Background: an optimization exercise with open tools, aiming at a short achievable clock period and few clock cycles. Do not read the settings as production practice.
Function was checked by simulation only, so behaviour that the tests miss may differ from the original.
Power figures rest on the tool's default switching activity, not on a simulated workload.

Setup of the previous run:
==> flow/design.v <==
`timescale 1ns / 1ps
module KSAdd16(
	input [15:0] X,
	input [15:0] Y,
	input CI,
	output [15:0] S
    );
	wire [15:0] p = X ^ Y;
	wire [15:0] g0 = {X[15:1] & Y[15:1], CI ? (X[0] | Y[0]) : (X[0] & Y[0])};
	wire [15:0] p0 = {p[15:1], 1'b0};
	wire [15:0] g1 = g0 | (p0 & {g0[14:0], 1'b0});
	wire [15:0] p1 = p0 & {p0[14:0], 1'b0};
	wire [15:0] g2 = g1 | (p1 & {g1[13:0], 2'b0});
	wire [15:0] p2 = p1 & {p1[13:0], 2'b0};
	wire [15:0] g3 = g2 | (p2 & {g2[11:0], 4'b0});
	wire [15:0] p3 = p2 & {p2[11:0], 4'b0};
	wire [15:0] g4 = g3 | (p3 & {g3[7:0], 8'b0});
	wire [15:0] c = {g4[14:0], CI};
	assign S = p ^ c;
endmodule
`timescale 1ns / 1ps
module CPU_top(
	input CLK,
	input reset,
	output [7:0] OPT_PC,        
	input [15:0] imem_rdata,    
	output [7:0] dmem_addr,     
	output [15:0] dmem_wdata,   
	output dmem_we,             
	input [15:0] dmem_rdata,    
	output halted
    );
	reg [15:0] r0, r1, r2, r3, r4, r5, r6, r7;
	function [15:0] rsel;
		input [2:0] n;
		input [15:0] x0, x1, x2, x3, x4, x5, x6, x7;
		case (n)
			3'd0: rsel = x0;
			3'd1: rsel = x1;
			3'd2: rsel = x2;
			3'd3: rsel = x3;
			3'd4: rsel = x4;
			3'd5: rsel = x5;
			3'd6: rsel = x6;
			default: rsel = x7;
		endcase
	endfunction
	reg Z;
	reg [7:0] PC;
	wire [15:0] I = imem_rdata;
	wire [3:0] op = I[15:12];
	wire [2:0] rd = I[10:8];
	wire [2:0] rs = I[6:4];
	wire [2:0] rt = I[2:0];
	reg ev;
	reg hs;                     
	reg e_jr;                   
	reg e_add, e_sub, e_and, e_or, e_xor, e_not, e_sla, e_pass, e_lw, e_sw;
	reg e_wr, e_wz;             
	reg [2:0] erd;
	reg [3:0] eimm4;
	reg [15:0] A, B, D, K;      
	reg e_dfwd;                 
	reg e_kz;                   
	reg w_en;
	reg [2:0] w_rd;
	reg [15:0] R;
	reg m_lw, m_sw;
	reg [2:0] m_rd;
	reg [7:0] maddr;
	reg [15:0] mwdata;
	reg halted_r;
	wire [15:0] a = A;
	wire [15:0] b = B;
	wire [15:0] sum, dif;
	KSAdd16 add_u(.X(a), .Y(b), .CI(1'b0), .S(sum));
	KSAdd16 sub_u(.X(a), .Y(~b), .CI(1'b1), .S(dif));
	wire [15:0] rest =
		({16{e_and}}  & (a & b)) |
		({16{e_or}}   & (a | b)) |
		({16{e_xor}}  & (a ^ b)) |
		({16{e_not}}  & (~a)) |
		({16{e_sla}}  & (a << eimm4)) |
		({16{e_pass}} & K);
	wire [15:0] e_res = ({16{e_add}} & sum) | ({16{e_sub}} & dif) | rest;
	wire z_add = ~|((a ^ b) ^ {a[14:0] | b[14:0], 1'b0});
	wire z_eq  = (a == b);
	wire z_and = ~|(a & b);
	wire z_or  = ~|(a | b);
	wire z_not = &a;
	wire z_sla = ~|(a & (16'hFFFF >> eimm4));
	wire e_z = (e_add & z_add) | ((e_sub | e_xor) & z_eq) | (e_and & z_and) |
	           (e_or & z_or) | (e_not & z_not) | (e_sla & z_sla) | (e_pass & e_kz);
	wire e_wr_v = ev & e_wr;
	wire e_wz_v = ev & e_wz;
	wire f_halt = (op == 4'b1111) && (I[11:8] == 4'b1111);
	wire jr = (op == 4'b1111) && !f_halt;
	wire uses_rs = (op <= 4'd6) || (op == 4'b1001) || (op == 4'b1010) || jr;
	wire uses_rt = (op <= 4'd4);
	wire eA = e_wr_v && erd == rs;
	wire eB = e_wr_v && erd == rt;
	wire eD = e_wr_v && erd == rd;
	wire [7:0] msel = m_lw ? (8'd1 << m_rd) : 8'd0;
	wire [7:0] wsel = w_en ? (8'd1 << w_rd) : 8'd0;
	wire [15:0] n0 = msel[0] ? dmem_rdata : wsel[0] ? R : r0;
	wire [15:0] n1 = msel[1] ? dmem_rdata : wsel[1] ? R : r1;
	wire [15:0] n2 = msel[2] ? dmem_rdata : wsel[2] ? R : r2;
	wire [15:0] n3 = msel[3] ? dmem_rdata : wsel[3] ? R : r3;
	wire [15:0] n4 = msel[4] ? dmem_rdata : wsel[4] ? R : r4;
	wire [15:0] n5 = msel[5] ? dmem_rdata : wsel[5] ? R : r5;
	wire [15:0] n6 = msel[6] ? dmem_rdata : wsel[6] ? R : r6;
	wire [15:0] n7 = msel[7] ? dmem_rdata : wsel[7] ? R : r7;
	wire [15:0] va = eA ? e_res : rsel(rs, n0, n1, n2, n3, n4, n5, n6, n7);
	wire [15:0] vb = eB ? e_res : rsel(rt, n0, n1, n2, n3, n4, n5, n6, n7);
	wire [15:0] vd = eD ? e_res : rsel(rd, n0, n1, n2, n3, n4, n5, n6, n7);
	wire [7:0] lsel = (ev && e_lw) ? (8'd1 << erd) : 8'd0;
	wire ld_stall = (uses_rs && lsel[rs]) || (uses_rt && lsel[rt]);
	wire e_jr_v = ev && e_jr;    
	wire stall = ld_stall;
	wire Znew = e_wz_v ? e_z : Z;
	wire taken = (op == 4'b1110) || (op == 4'b1101) || (op == 4'b1011 && Znew) || (op == 4'b1100 && !Znew);
	wire [7:0] PC1 = PC + 8'd1;
	wire [7:0] npc = taken ? I[7:0] : PC1;
	assign OPT_PC = PC;
	assign dmem_addr = maddr;
	assign dmem_wdata = mwdata;
	assign dmem_we = m_sw;
	assign halted = halted_r;
	always @(posedge CLK) begin
		r0 <= n0;
		r1 <= n1;
		r2 <= n2;
		r3 <= n3;
		r4 <= n4;
		r5 <= n5;
		r6 <= n6;
		r7 <= n7;
		if (e_wz_v)
			Z <= e_z;
	end
	always @(posedge CLK) begin
		if (reset) begin
			PC <= 8'd0;
			ev <= 1'b0;
			hs <= 1'b0;
			m_lw <= 1'b0;
			m_sw <= 1'b0;
			w_en <= 1'b0;
			halted_r <= 1'b0;
		end else begin
			m_lw <= ev && e_lw;
			m_sw <= ev && e_sw;
			w_en <= e_wr_v;
			hs <= hs || (f_halt && !e_jr_v);
			halted_r <= (hs || (f_halt && !e_jr_v)) && !(ev && e_sw);
			ev <= !stall && !f_halt && !hs && !e_jr_v;
			if (e_jr_v)
				PC <= A[7:0];
			else if (!stall)
				PC <= npc;
		end
	end
	always @(posedge CLK) begin
		R      <= e_res;
		w_rd   <= erd;
		m_rd   <= erd;
		maddr  <= a[7:0] + {4'b0, eimm4};
		mwdata <= e_dfwd ? dmem_rdata : D;
		e_add  <= (op == 4'b0000);
		e_sub  <= (op == 4'b0001);
		e_and  <= (op == 4'b0010);
		e_or   <= (op == 4'b0011);
		e_xor  <= (op == 4'b0100);
		e_not  <= (op == 4'b0101);
		e_sla  <= (op == 4'b0110);
		e_pass <= (op == 4'b1000) || (op == 4'b1101);
		e_lw   <= (op == 4'b1001);
		e_sw   <= (op == 4'b1010);
		e_jr   <= jr;
		e_wr   <= (op <= 4'd6) || (op == 4'b1000) || (op == 4'b1101);
		e_wz   <= (op <= 4'd6) || (op == 4'b1000);
		e_kz   <= (I[7:0] == 8'd0);
		erd    <= rd;
		eimm4  <= I[3:0];
		A      <= va;
		B      <= vb;
		D      <= vd;
		K      <= (op == 4'b1000) ? {8'b0, I[7:0]} : {8'b0, PC1};
		e_dfwd <= ev && e_lw && (erd == rd);
	end
endmodule
clock: 8.0 ns
lec_check: 0
cap_margin: 20
core_margin: 2
core_utilization: 40
setup_slack_margin: 5.0
slew_margin: 20
standard.sh (not shown) runs the stock make flow with config.mk's settings and CLKGATE_MAP_FILE= SYNTH_SCRIPT=/design/flow/synth_recipe.tcl, a recipe that flattens the netlist after the stock synthesis.
==> flow/flow/run.sh <==
#!/bin/bash
# The standard layout, with the port buffers that buffer_ports inserts at
# global placement made sky130_fd_sc_hd__buf_8 instead of the default cell.
# Each tool's output goes to a log file of its own in the work folder.
set -euo pipefail
export BUFFER_PORTS_ARGS="-buffer_cell sky130_fd_sc_hd__buf_8"
bash standard.sh finish > standard_finish.log 2>&1
test -f out/final.def
Testbench counts of the previous run, summed over its fixed seeds: cycles 47,270.
Changes in the current run relative to the previous run:
-- flow/design.v --
<<< the previous run, line 60
	reg [2:0] erd;
	reg [3:0] eimm4;
	reg [15:0] A, B, D, K;      
	reg e_dfwd;                 
	reg e_kz;                   
	reg w_en;
>>> the current run, line 60
	reg [2:0] erd;
	reg [3:0] eimm4;
	reg [15:0] A, B, K;         
	reg e_kz;                   
	reg w_en;
<<< the previous run, line 100
	wire eA = e_wr_v && erd == rs;
	wire eB = e_wr_v && erd == rt;
	wire eD = e_wr_v && erd == rd;
	wire [7:0] msel = m_lw ? (8'd1 << m_rd) : 8'd0;
	wire [7:0] wsel = w_en ? (8'd1 << w_rd) : 8'd0;
>>> the current run, line 99
	wire eA = e_wr_v && erd == rs;
	wire eB = e_wr_v && erd == rt;
	wire [7:0] msel = m_lw ? (8'd1 << m_rd) : 8'd0;
	wire [7:0] wsel = w_en ? (8'd1 << w_rd) : 8'd0;
<<< the previous run, line 113
	wire [15:0] va = eA ? e_res : rsel(rs, n0, n1, n2, n3, n4, n5, n6, n7);
	wire [15:0] vb = eB ? e_res : rsel(rt, n0, n1, n2, n3, n4, n5, n6, n7);
	wire [15:0] vd = eD ? e_res : rsel(rd, n0, n1, n2, n3, n4, n5, n6, n7);
	wire [7:0] lsel = (ev && e_lw) ? (8'd1 << erd) : 8'd0;
	wire ld_stall = (uses_rs && lsel[rs]) || (uses_rt && lsel[rt]);
>>> the current run, line 111
	wire [15:0] va = eA ? e_res : rsel(rs, n0, n1, n2, n3, n4, n5, n6, n7);
	wire [15:0] vb = eB ? e_res : rsel(rt, n0, n1, n2, n3, n4, n5, n6, n7);
	wire [7:0] lsel = (ev && e_lw) ? (8'd1 << erd) : 8'd0;
	wire ld_stall = (uses_rs && lsel[rs]) || (uses_rt && lsel[rt]);
<<< the previous run, line 166
		m_rd   <= erd;
		maddr  <= a[7:0] + {4'b0, eimm4};
		mwdata <= e_dfwd ? dmem_rdata : D;
		e_add  <= (op == 4'b0000);
		e_sub  <= (op == 4'b0001);
>>> the current run, line 163
		m_rd   <= erd;
		maddr  <= a[7:0] + {4'b0, eimm4};
		mwdata <= rsel(erd, n0, n1, n2, n3, n4, n5, n6, n7);
		e_add  <= (op == 4'b0000);
		e_sub  <= (op == 4'b0001);
<<< the previous run, line 185
		A      <= va;
		B      <= vb;
		D      <= vd;
		K      <= (op == 4'b1000) ? {8'b0, I[7:0]} : {8'b0, PC1};
		e_dfwd <= ev && e_lw && (erd == rd);
	end
endmodule
>>> the current run, line 182
		A      <= va;
		B      <= vb;
		K      <= (op == 4'b1000) ? {8'b0, I[7:0]} : {8'b0, PC1};
	end
endmodule
Global-route usage in the current run is 0.80 points higher than in the previous run. The current run vs. the previous run: power consumed by the clock network -14%, post-route cell area -6.4%, sequential power -about 5%, sequential share of the synthesized area +0.49 points, setup slack -100 ps. The lower instance area after placement came out of the current run. The flip-flop and latch count after synthesis reported for the current run is smaller than that of the previous run by about 6.4%. Going from the previous run to the current run, clock skew shows an increase of 4.3 ps; utilization shows an increase of 0.76 points. Of the previous run and the current run, the current run shows the higher clock tree buffer count of the final layout, with the previous run below it. Diff the previous run -> the current run | flop-to-flop setup slack | decrease of 100 ps. | tap cell instance count | the current run vs the previous run | 3.9% lower |. Via count delta (the current run − the previous run): favourable.
Testbench counts of the current run, summed over its fixed seeds: cycles 47,270.

## re-timing with driven ports
How much do the figures lean on ideal ports? The routed layouts below were timed once more, with nothing changed but the port constraints.
Step 1 assumes that a clkbuf_16 drives the clock port and a buf_2 every other input.
Step 2 also shifts input and output timing later by t, the mid clock arrival at the registers, as if the neighbouring blocks saw the same clock.
Slacks: ideal ports / drivers / drivers and shift; pairs: ideal ports / drivers.
| run | t, ns | slack for setup (ns) | worst register clock-pin slew, ns | worst data-port slew with drivers (ns) |
|---|---|---|---|---|
| the previous run | 0.621 | 4.946 / 4.946 / 4.381 | 0.07 / 0.07 | 0.09 |
| the current run | 0.612 | 4.845 / 4.845 / 4.250 | 0.06 / 0.06 | 0.07 |
After both steps every run listed still meets setup and hold. For the current run, which loses most, drivers alone change the setup slack by 0.000 ns; drivers and shift together by -0.595 ns.
